Context: an optimization exercise on an open-source flow, tuned for small area. The choices shown serve that exercise and are no tape-out recipe. Function was checked by simulation only, so behaviour that the tests miss may differ from the original. No activity file was given, so power comes from the tool's default toggle rates.

==> design/flow/design.v <==
`timescale 1ns / 1ps
module SPI(
input wire clk,
input wire reset,
    output reg spi_sck,
    output reg spi_mosi,
    input wire spi_miso,
    output reg spi_cs,
   input wire [7:0] tx0,tx1,tx2,tx3,tx4,tx5,tx6,  
   output reg [7:0] rx0,rx1,rx2,rx3,rx4,rx5,rx6,  
   input wire spi_go,
   input wire [2:0] spi_n,  
   output reg spi_ok,  
   output wire [3:0] ss_state  
       );
    wire reset1;
    assign reset1 = ~reset; 
    reg [3:0] ss;  
    reg [7:0] sc;  
    reg [3:0] sb;  
    reg [3:0] si;  
    reg [7:0] st;  
    assign ss_state =ss;
    always @(posedge clk or negedge reset1) begin
        if(!reset1) begin
            ss<=0; spi_cs<=1; spi_sck<=0; spi_mosi<=0; spi_ok<=0; sc<=0; sb<=0; si<=0;
            rx0<=0; rx1<=0; rx2<=0; rx3<=0; rx4<=0; rx5<=0; rx6<=0; 
        end
        else begin
            spi_ok<=0;
            case(ss)
                0: begin 
                spi_cs<=1; 
                spi_sck<=0; 
                    if(spi_go) begin 
                    si<=0; 
                    ss<=1; 
                    end 
                end
                1: begin 
                spi_cs<=0; 
                sb<=7; 
                    case(si) 
                    0:st<=tx0; 
                    1:st<=tx1; 
                    2:st<=tx2; 
                    3:st<=tx3; 
                    4:st<=tx4; 
                    5:st<=tx5; 
                    6:st<=tx6; 
                    endcase 
                sc<=0; 
                ss<=2; 
                end
                2: begin spi_mosi<=st[sb]; 
                sc<=0; 
                ss<=3; 
                end
                3: begin 
                    if(sc<12) 
                    sc<=sc+1; 
                        else begin 
                        spi_sck<=1; 
                            case(si) 
                            0:rx0<={rx0[6:0],spi_miso}; 
                            1:rx1<={rx1[6:0],spi_miso}; 
                            2:rx2<={rx2[6:0],spi_miso}; 
                            3:rx3<={rx3[6:0],spi_miso}; 
                            4:rx4<={rx4[6:0],spi_miso}; 
                            5:rx5<={rx5[6:0],spi_miso}; 
                            6:rx6<={rx6[6:0],spi_miso}; 
                            endcase 
                            sc<=0; 
                            ss<=4; 
                            end 
                        end
                4: begin 
                    if(sc<12) 
                    sc<=sc+1; 
                        else begin 
                        spi_sck<=0; 
                            if(sb==0) 
                            ss<=5; 
                            else begin 
                            sb<=sb-1; 
                            ss<=2; 
                            end 
                        end 
                end
                5: begin 
                    if(si==spi_n-1) 
                    ss<=6; 
                        else begin 
                        si<=si+1; 
                        ss<=1;
                        end 
                end
                6: begin 
                spi_cs<=1; 
                spi_sck<=0; 
                spi_ok<=1; 
                ss<=0; 
                end
            endcase
        end
    end
    endmodule
`timescale 1ns / 1ps
module Uart_tx(
    input wire clk,
    input wire reset,
    input wire uart_start,         
    input wire [7:0] uart_data,    
    output wire uart_tx,
    output wire [2:0] ust_state  
);
    wire reset1;
    assign reset1 = ~reset;
    reg uart_tx_reg;
    assign uart_tx = uart_tx_reg;
    reg [2:0] ust;       
    reg [15:0] ucnt;     
    reg [3:0] ubit;      
    reg [7:0] ubuf;      
    assign ust_state =ust;  
    always @(posedge clk or negedge reset1) begin
        if (!reset1) begin
            ust <= 0;     
            uart_tx_reg <= 1; 
            ucnt <= 0; 
            ubit <= 0;
        end 
        else case(ust)
            0: begin 
                uart_tx_reg <= 1; 
                if(uart_start) begin 
                    ubuf <= uart_data; 
                    ucnt <= 0; 
                    ust <= 1; 
                end 
            end
            1: begin 
                uart_tx_reg <= 0; 
                if(ucnt < 103) 
                    ucnt <= ucnt + 1; 
                else begin 
                    ucnt <= 0; 
                    ubit <= 0; 
                    ust <= 2; 
                end 
            end
            2: begin 
                uart_tx_reg <= ubuf[ubit]; 
                if(ucnt < 103) 
                    ucnt <= ucnt + 1; 
                else begin 
                    ucnt <= 0; 
                    if(ubit == 7) 
                        ust <= 3; 
                    else 
                        ubit <= ubit + 1; 
                end 
            end
            3: begin 
                uart_tx_reg <= 1; 
                if(ucnt < 103) 
                    ucnt <= ucnt + 1; 
                else 
                    ust <= 0; 
            end
        endcase
    end  
endmodule
`timescale 1ns / 1ps
module FSM_main(
    input wire clk,
    input wire reset,
    output reg [7:0] tx0, tx1, tx2, tx3, tx4, tx5, tx6,
    input wire [7:0] rx0, rx1, rx2, rx3, rx4, rx5, rx6,
    output reg spi_go,
    output reg [2:0] spi_n,
    input wire spi_ok,
    input wire [3:0] ss_state,   
    output reg uart_start,
    output reg [7:0] uart_data,
    input wire [2:0] ust_state,   
    output reg temp_ok
);
    wire reset1;
    assign reset1 = ~reset;
    reg [7:0] ms;
    reg [31:0] dly;
    reg [23:0] temp;
    always @(posedge clk or negedge reset1) begin
        if(!reset1) begin
            ms<=0; 
            dly<=0;
            temp<=0; 
            temp_ok<=0; 
            spi_go<=0; 
            spi_n<=0;
            tx0<=0; tx1<=0; tx2<=0; tx3<=0; tx4<=0; tx5<=0; tx6<=0;
        end else begin
            temp_ok<=0; 
            spi_go<=0;
            case(ms)
                0: begin 
                    dly<=0; 
                    ms<=1; 
                end
                1: if(dly<1200) 
                    dly<=dly+1; 
                   else begin 
                    dly<=0; 
                    ms<=2; 
                   end
                2: if(ss_state==0) begin   
                    tx0<=8'h02;
                    tx1<=8'h02; 
                    tx2<=8'h18;
                    tx3<=8'hE8; 
                    tx4<=8'h17; 
                    tx5<=8'h70; 
                    tx6<=8'h00;
                    spi_n<=7; 
                    spi_go<=1; 
                    ms<=3;
                end
                3: if(spi_ok) 
                    ms<=4;
                4: if(ss_state==0) begin
                    tx0<=8'h02; 
                    tx1<=8'h02; 
                    tx2<=8'h20;
                    tx3<=8'h79; 
                    tx4<=8'hC6; 
                    tx5<=8'h00; 
                    tx6<=8'h00;
                    spi_n<=7; 
                    spi_go<=1; 
                    ms<=5;
                end
                5: if(spi_ok) 
                    ms<=6;
                6: if(ss_state==0) begin
                    tx0<=8'h02; 
                    tx1<=8'h00; 
                    tx2<=8'h00; 
                    tx3<=8'h89;
                    spi_n<=4; 
                    spi_go<=1; 
                    dly<=0; 
                    ms<=7;
                end
                7: if(spi_ok) 
                    ms<=8;
                8: if(dly<3000) 
                    dly<=dly+1; 
                   else begin 
                    dly<=0; 
                    ms<=9; 
                   end
                9: if(ss_state==0) begin
                    tx0<=8'h03; 
                    tx1<=8'h00; 
                    tx2<=8'h00; 
                    tx3<=8'h00;
                    spi_n<=4; 
                    spi_go<=1; 
                    ms<=10;
                end
                10: if(spi_ok) begin
                    if(rx3[6]) 
                        ms<=11;
                    else begin 
                        dly<=0; 
                        ms<=8; 
                    end
                end
                11: if(ss_state==0) begin
                    tx0<=8'h03; 
                    tx1<=8'h00; 
                    tx2<=8'h30;
                    tx3<=8'h00; 
                    tx4<=8'h00; 
                    tx5<=8'h00; 
                    tx6<=8'h00;
                    spi_n<=7; 
                    spi_go<=1; 
                    ms<=12;
                end
                12: if(spi_ok) begin
                    temp <= {rx4, rx5, rx6};  
                    temp_ok <= 1;
                    dly<=0; 
                    ms<=13;
                end
                13: if(dly<12000) 
                    dly<=dly+1; 
                    else begin 
                    dly<=0; 
                    ms<=6; 
                    end
                default: ms<=0;
            endcase
        end
    end
    reg [23:0] temp_scaled;  
    reg [3:0] hundreds, tens, ones;
    reg [3:0] dec1, dec2, dec3, dec4;  
    always @(*) begin
        temp_scaled = (temp * 10000) >> 12;  
        hundreds = temp_scaled / 1000000;                    
        tens = (temp_scaled % 1000000) / 100000;             
        ones = (temp_scaled % 100000) / 10000;               
        dec1 = (temp_scaled % 10000) / 1000;                 
        dec2 = (temp_scaled % 1000) / 100;                   
        dec3 = (temp_scaled % 100) / 10;                    
        dec4 = temp_scaled % 10;                             
    end
    reg [3:0] ufmt;
    reg [4:0] uidx;
    always @(posedge clk or negedge reset1) begin
        if(!reset1) begin
            ufmt<=0; 
            uidx<=0; 
            uart_start<=0; 
            uart_data<=0;
        end else begin
            case(ufmt)
                0: begin
                    uart_start<=0;
                    if(temp_ok) begin
                        uidx<=0; 
                        ufmt<=1;
                    end
                end
                1: begin
                    if(ust_state==0) begin   
                        case(uidx)
                            0:  uart_data <= 8'h54;  
                            1:  uart_data <= 8'h3A;  
                            2:  uart_data <= 8'h20;  
                            3:  if (hundreds == 0) 
                                    uart_data <= 8'h20;
                                else 
                                    uart_data <= hundreds + 8'h30;
                            4:  if (hundreds == 0 && tens == 0) 
                                    uart_data <= 8'h20;
                                else 
                                    uart_data <= tens + 8'h30;
                            5:  uart_data <= ones + 8'h30;
                            6:  uart_data <= 8'h2E; 
                            7:  uart_data <= dec1 + 8'h30;  
                            8:  uart_data <= dec2 + 8'h30;  
                            9:  uart_data <= dec3 + 8'h30;  
                            10: uart_data <= dec4 + 8'h30;  
                            11: uart_data <= 8'h20; 
                            12: uart_data <= 8'h43; 
                            13: uart_data <= 8'h0D; 
                            14: uart_data <= 8'h0A; 
                            default: ufmt<=0;
                        endcase
                        if(uidx<15) begin 
                            uart_start<=1; 
                            uidx<=uidx+1; 
                        end
                    end
                end
                default: ufmt<=0;
            endcase
        end
    end
endmodule
`timescale 1ns / 1ps
module Top_module(
    input wire clk,
    input wire reset,
    input wire spi_miso,
    output wire spi_mosi,
    output wire spi_sck,
    output wire spi_cs,
    output wire uart_tx
);
    wire [7:0] tx0, tx1, tx2, tx3, tx4, tx5, tx6;
    wire [7:0] rx0, rx1, rx2, rx3, rx4, rx5, rx6;
    wire spi_go;
    wire [2:0] spi_n;
    wire spi_ok;
    wire [3:0] ss_state;
    wire uart_start;
    wire [7:0] uart_data;
    wire [2:0] ust_state;
    wire temp_ok;
    SPI spi_inst (
        .clk(clk),
        .reset(reset),
        .spi_sck(spi_sck),
        .spi_mosi(spi_mosi),
        .spi_miso(spi_miso),
        .spi_cs(spi_cs),
        .tx0(tx0), 
        .tx1(tx1), 
        .tx2(tx2), 
        .tx3(tx3), 
        .tx4(tx4), 
        .tx5(tx5), 
        .tx6(tx6),
        .rx0(rx0), 
        .rx1(rx1), 
        .rx2(rx2), 
        .rx3(rx3), 
        .rx4(rx4),  
        .rx5(rx5),  
        .rx6(rx6),  
        .spi_go(spi_go),
        .spi_n(spi_n),
        .spi_ok(spi_ok),
        .ss_state(ss_state)
    );
    Uart_tx uart_inst (
        .clk(clk),
        .reset(reset),
        .uart_start(uart_start),
        .uart_data(uart_data),
        .uart_tx(uart_tx),
        .ust_state(ust_state)
    );
    FSM_main fsm_inst (
        .clk(clk),
        .reset(reset),
        .tx0(tx0), 
        .tx1(tx1), 
        .tx2(tx2), 
        .tx3(tx3), 
        .tx4(tx4), 
        .tx5(tx5), 
        .tx6(tx6),
        .rx0(rx0), 
        .rx1(rx1), 
        .rx2(rx2), 
        .rx3(rx3), 
        .rx4(rx4), 
        .rx5(rx5), 
        .rx6(rx6),
        .spi_go(spi_go),
        .spi_n(spi_n),
        .spi_ok(spi_ok),
        .ss_state(ss_state),
        .uart_start(uart_start),
        .uart_data(uart_data),
        .ust_state(ust_state),
        .temp_ok(temp_ok)
    );
endmodule
==> design/flow/run.sh <==
#!/bin/bash
# synth_recipe.tcl (not shown) runs the flow's synth.tcl, then flattens the netlist and writes it again
# the make line also repeats each setting of config.mk as NAME=value (left out here)
make -C /OpenROAD-flow-scripts/flow DESIGN_CONFIG=/design/flow/config.mk WORK_HOME=/design/flow/orfs CLKGATE_MAP_FILE= SYNTH_SCRIPT=/design/flow/synth_recipe.tcl finish
==> design/flow/config.mk <==
export PLATFORM = sky130hd
export DESIGN_NAME = Top_module
export DESIGN_NICKNAME = Top_module
export VERILOG_FILES = /design/flow/design.v
export SDC_FILE = /design/flow/constraint.sdc
export NUM_CORES = 4
export LEC_CHECK = 0
export CAP_MARGIN = 20
export CORE_MARGIN = 2
export CORE_UTILIZATION = 40
export SLEW_MARGIN = 20
==> design/flow/constraint.sdc <==
create_clock -name core_clock -period 125.0 [get_ports {clk}]
set_input_delay 25.0000 -clock core_clock [delete_from_list [all_inputs] [get_ports {clk}]]
set_output_delay 25.0000 -clock core_clock [all_outputs]
set_load 0.01 [all_outputs]
==> results.tsv <==
metric	value	unit
nFillCells	6706	
nets	3598	
max_freq	37.4	MHz
critPathSlowestCell	clkdlybuf4s50_1	
drt_wl_total	78.1	mm
die-area	67800	sq um
fp-row-count	93	
io_pins	7	
finalSetupTns	0	ns
synth_ff_type	dfrtp_1	
drt-vias-per-instance	6.23	
dp_hpwl	58.6	mm
reg_top3	fsm_inst.dly (32), fsm_inst.temp (24), uart_inst.ucnt (16)	
antenna_found_initial	0	
grt_max_degree	121	
peakVddDrop	0.00853	mV
worst_pin_slew	1.14	ns
synth.avg_cell_area	7.39	sq um
grt_pass1_wl	127	mm
slew_headroom	0.233	
totalPowerFinal	116	uW
grt_pass1_vias	24600	
cp_max_fo	2	
clock_skew	0.0169	ns
most-common-layout-cells	nor2_1 (365), nand2_1 (346), a21oi_1 (302)	
drive_above_1_share	0.0791	
die-width	260	um
area_growth	5.67	%
period_share	0.214	
ys_seq_area_frac	0.179	
grt_overflow_total	0	
netlist_instances	3560	
antenna_cells	0	
async_flop_share	0.919	
cts_buffers	17	
hold_class	reg2reg	
yosysWarnings	3	
final_max_slew_viol_count	0	
hold_viol	0	
ys_types	134	
first_pass_iters	9	
crit_type	reg2out	
largest_register_ff_count	32	
final_common_cell	nor2_1	
io_buffers	6	
postCtsSetupBuffers	0	
clock_latency	0.45	ns
cts_resized	0	
multi_input_area	20300	sq um
critPathRequiredTime	100.00	ns
wire_per_inst	18.1	um
status	complete, no violations	
die-height	260	um
vias	26900	
power.leakage	11.0	nW
rsz0062_at_grt	false	
critPathArrivalTime	1.76	ns
cts_max_path_buffers	2	
maxCapViolations	0	
grt_usage	0.224	
gp_congestion	0.930	
antenna_left	0	
clkTransAtPathRegs	0.08	ns
drc	0	
regArea	4710	sq um
synth-edff-count	15	
cts.sinks	185	
cts_htree_levels	4	
crit_chain	clkdlybuf4s50_1	
initial_core_util	0.406	
initialDrtViolationCount	2278	
cts-root-buf	clkbuf_16	
cts_hold_buf	0	
design.core.area	64700	sq um
dpl.cell_count	4287	
synth_seq_cells	185	
path_buf_inv	1	
power_density	4.19	nW/um^2
setup_viol	0	
syn-cell-area	26300	sq um
layout_min_cycle_time	26.76	ns
top_register	fsm_inst.dly	
final_cells	4319	
crit_family	buffers and inverters	
end_kind	output pin	
syn-num-nets	3707	
cts_tree	built	
cp-start-kind	flop	
critical_path.max_stage_delay	0.78	ns
## cell type report
class / count / area share
inverters: 191 / 0.0260
flip-flops and latches: 185 / 0.169
well taps: 855 / 0.0385
clock buffers: 19 / 0.0163
clock inverters: 13 / 0.00545
multi-input cells: 3003 / 0.729
repair buffers: 53 / 0.0153
## logic make-up (layout without fill, tap and decap cells)
group           after synthesis  after routing  synth area share
compound gates             1305           1305             0.344
xor+xnor                    173            173            0.0591
fa+ha+maj                   156            156            0.0886
buf+inv                     372            276            0.0571
flops                       185            185             0.179
mux                          92             92            0.0394
simple gates               1277           1277             0.233
## layer usage
layer	GRT usage	vias to the layer above	wire, um	share of wire
li1	-	13200	-	-
met1	0.319	12800	36700	0.47
met2	0.363	817	35600	0.46
met3	0.0200	81	4220	0.054
met4	0.0614	0	1550	0.020
met5	0	-	0	0
## worst paths after layout
check	startpoint	end	slack, ns	depth (start not counted)
max reg2reg	fsm_inst.temp[4]	fsm_inst.uart_data[0]	108.15	52
min	fsm_inst.uart_data[5]	uart_inst.ubuf[5]	0.45	0
min in group asynchronous	reset	spi_inst.spi_mosi	25.00	2
max in group asynchronous	reset	fsm_inst.dly[31]	98.92	3
min reg2reg	fsm_inst.uart_data[5]	uart_inst.ubuf[5]	0.45	0
max	uart_inst.uart_tx_reg	uart_tx	98.24	1
## cells in the mapped netlist, types with 33 or more instances
| cell | n | area share |
|---|---|---|
| xnor2_1 | 124 | 0.041 |
| and2_1 | 37 | 0.0088 |
| o21ai_0 | 238 | 0.045 |
| o31ai_1 | 39 | 0.011 |
| a31oi_1 | 68 | 0.016 |
| o22ai_1 | 45 | 0.011 |
| nor2_1 | 367 | 0.052 |
| nand4_1 | 50 | 0.012 |
| mux2_2 | 49 | 0.021 |
| inv_1 | 190 | 0.027 |
| nand3_1 | 114 | 0.022 |
| nor3_1 | 110 | 0.021 |
| fa_1 | 54 | 0.041 |
| a21oi_1 | 302 | 0.057 |
| and3_1 | 39 | 0.0093 |
| nand2_1 | 346 | 0.049 |
| nor4_1 | 34 | 0.0081 |
| ha_1 | 90 | 0.043 |
| nand2b_1 | 33 | 0.0079 |
| dfrtp_1 | 168 | 0.16 |
| xor2_1 | 44 | 0.015 |
| a21o_1 | 48 | 0.014 |
| clkbuf_1 | 118 | 0.017 |
| a211oi_1 | 67 | 0.019 |
| or3_1 | 33 | 0.0079 |
| mux2i_1 | 36 | 0.014 |
| o211ai_1 | 56 | 0.016 |
## worst reg2reg max path, delay by kind of cell, from the launching register on
| family | cells | cell delay (ns) |
|---|---|---|
| compound gates | 25 | 8.70 |
| mux | 3 | 1.51 |
| fa+ha+maj | 6 | 2.55 |
| buf+inv | 7 | 0.75 |
| simple gates | 11 | 2.86 |
| flops | 1 | 0.39 |
## power by group
part	internal [mW]	total, mW	switching, mW
combinational	0.000153	0.00128	0.00111
clock	0.0280	0.0546	0.0266
sequential	0.0604	0.0605	0.0000445
## per-stage QoR
| step | setup WS [ns] | utilization | area, sq um | hold WS [ns] |
|---|---|---|---|---|
| 3_3_place_gp | 98.26 | 0.420 | 27200 | 0.430 |
| 3_5_place_dp | 98.24 | 0.420 | 27200 | 0.442 |
| 6_report | 98.24 | 0.429 | 27800 | 0.453 |
| 2_1_floorplan | 95.39 | - | 26300 | 0.418 |
| 5_1_grt | 98.21 | 0.429 | 27800 | 0.476 |
| 4_1_cts | 98.19 | 0.429 | 27800 | 0.461 |

[what the ideal ports hide]
The results above use ideal ports. As a check the final layout listed here was re-extracted and re-timed, cells and wires unchanged. Step 1, drivers: a clkbuf_16 drives clk and a buf_2 each remaining input, both assumed. Step 2 also shifts input and output timing later by t, the mid clock arrival at the registers, as if the neighbouring blocks saw the same clock. a / b / c = ideal ports / drivers / drivers and shift; a / b = the first two.
shift t [ns]: 0.502
setup WS [ns]: 98.239 / 98.181 / 98.290
worst data-port slew with drivers (ns): 0.04
pins driven straight from the clock port: 1
After both steps setup and hold are still met in this run. For this run, drivers alone change the setup slack by -0.058 ns; drivers and shift together by +0.051 ns.
